This is an optimization exercise on Yosys and OpenROAD, whose aim is small area, a short achievable clock period and few clock cycles, not a production implementation.
Only simulation tests tie the RTL to the original design; equivalence was not proved.
Power is estimated from default activity; no workload was simulated.

== red ==
// mycpu
module mycpu
  (
   input  logic        clk,
   input  logic        rst_n,
   output logic [15:0] a_out,
   input  logic [15:0] d_in,
   output logic [15:0] d_out,
   input  logic [15:0] io_in,
   output logic        wen_out,
   output logic        iom_out
   );
   function automatic logic [15:0] add16(input logic [15:0] a, input logic [15:0] b,
                                         input logic ci);
      logic [15:0] g, p, gg, pp, gn, pn;
      g = a & b;
      p = a ^ b;
      gg = g; pp = p;
      for (int d = 1; d < 16; d = d * 2) begin
         gn = gg; pn = pp;
         for (int i = d; i < 16; i++) begin
            gn[i] = gg[i] | (pp[i] & gg[i-d]);
            pn[i] = pp[i] & pp[i-d];
         end
         gg = gn; pp = pn;
      end
      add16[0] = p[0] ^ ci;
      for (int i = 1; i < 16; i++)
        add16[i] = p[i] ^ (gg[i-1] | (pp[i-1] & ci));
   endfunction
   function automatic logic [19:0] add20(input logic [19:0] a, input logic [19:0] b,
                                         input logic ci);
      logic [19:0] g, p, gg, pp, gn, pn;
      g = a & b;
      p = a ^ b;
      gg = g; pp = p;
      for (int d = 1; d < 20; d = d * 2) begin
         gn = gg; pn = pp;
         for (int i = d; i < 20; i++) begin
            gn[i] = gg[i] | (pp[i] & gg[i-d]);
            pn[i] = pp[i] & pp[i-d];
         end
         gg = gn; pp = pn;
      end
      add20[0] = p[0] ^ ci;
      for (int i = 1; i < 20; i++)
        add20[i] = p[i] ^ (gg[i-1] | (pp[i-1] & ci));
   endfunction
   function automatic logic [2:0] benc(input logic [2:0] b);
      benc[2] = b[1] ^ b[0];
      benc[1] = (b[2] & ~b[1] & ~b[0]) | (~b[2] & b[1] & b[0]);
      benc[0] = b[2];
   endfunction
   function automatic logic [16:0] brow(input logic [2:0] c, input logic [15:0] a);
      brow = ({17{c[2]}} & {a[15], a} | {17{c[1]}} & {a, 1'b0}) ^ {17{c[0]}};
   endfunction
   logic [15:0] pc;                  
   logic [15:0] ar;                  
   logic        started;             
   logic        halted;
   logic        d_valid;
  ...
Settings: LEC_CHECK=0, CAP_MARGIN=20, CORE_MARGIN=2, CORE_UTILIZATION=40, CTS_CLUSTER_DIAMETER=100, CTS_CLUSTER_SIZE=25, SLEW_MARGIN=20; clock period 12.0 ns.
standard.sh (not shown) runs the stock make flow with config.mk's settings and CLKGATE_MAP_FILE= SYNTH_SCRIPT=/design/flow/synth_recipe.tcl, a recipe that flattens the netlist after the stock synthesis.
==> flow/flow/run.sh <==
#!/bin/bash
# Standard layout; port buffers are buf_2 cells and repair_timing aims for extra setup slack.
set -euo pipefail
bash standard.sh "BUFFER_PORTS_ARGS=-buffer_cell sky130_fd_sc_hd__buf_2" SETUP_SLACK_MARGIN=8.8 finish > standard.log 2>&1
Testbench counts of red, summed over its fixed seeds: cycles 261,871.
### red -> blue
==> flow/flow/run.sh <==
#!/bin/bash
# Standard layout; port buffers are buf_2 cells and repair_timing aims for extra setup slack.
set -euo pipefail
bash standard.sh "BUFFER_PORTS_ARGS=-buffer_cell sky130_fd_sc_hd__buf_2" SETUP_SLACK_MARGIN=8.3 finish > standard.log 2>&1
Results
blue vs. red: sequential share of layout area went up by 2.7 points, finished layout cell area went down by 7.7%, power density relative to cell area was more or less identical, area of the multi-input gates went down by 880 um^2.
#### Input delta (green over blue)
Settings: CTS_CLUSTER_SIZE changed from 25 to 30; CTS_CLUSTER_DIAMETER changed from 100 to 90.
==> flow/flow/run.sh <==
#!/bin/bash
# Standard layout; port buffers are buf_2 cells and repair_timing aims for extra setup slack.
set -euo pipefail
bash standard.sh "BUFFER_PORTS_ARGS=-buffer_cell sky130_fd_sc_hd__buf_2" SETUP_SLACK_MARGIN=8.5 finish > standard.log 2>&1
## What came out
met4 as the highest metal layer used by the detailed router was reported by green, and met5 by blue. Comparing green against blue, there is no change at all in standard cell core area. Looking only at via count of the first global-routing pass, and setting everything else aside, the higher value of blue and green goes to green. In the flow results for blue and green, the share of cells above drive strength 1 is smaller on blue. green vs blue on routed wire length: green is the higher one. Comparing blue and green, the higher fill cell instance count of the final layout was measured on blue.

re-timing with driven ports:
The flow's constraints put no driver on any port. The routed layouts listed below were extracted and timed again, unchanged, in two steps.
Step 1 sets driving cells, clkbuf_16 on the clock port and buf_2 on the other inputs (assumed; they add their load-dependent delay and slew).
Step 2 also shifts input and output timing later by t, the mid clock arrival at the registers, as if the neighbouring blocks saw the same clock.
Three values: ideal, step 1, step 2; two values: the first two.
| run | shift t [ns] | setup slack, ns | latest minus earliest clock arrival (ns) | pins driven straight from the clock port |
|---|---|---|---|---|
| red | 0.591 | 8.463 / 8.406 / 8.310 | 0.041 / 0.041 | 1 |
| blue | 0.593 | 8.351 / 8.351 / 8.297 | 0.039 / 0.039 | 1 |
| green | 0.611 | 8.438 / 8.381 / 8.333 | 0.069 / 0.070 | 1 |
After both steps every run listed still meets setup and hold. For red, which loses most, drivers alone change the setup slack by -0.057 ns; drivers and shift together by -0.153 ns.
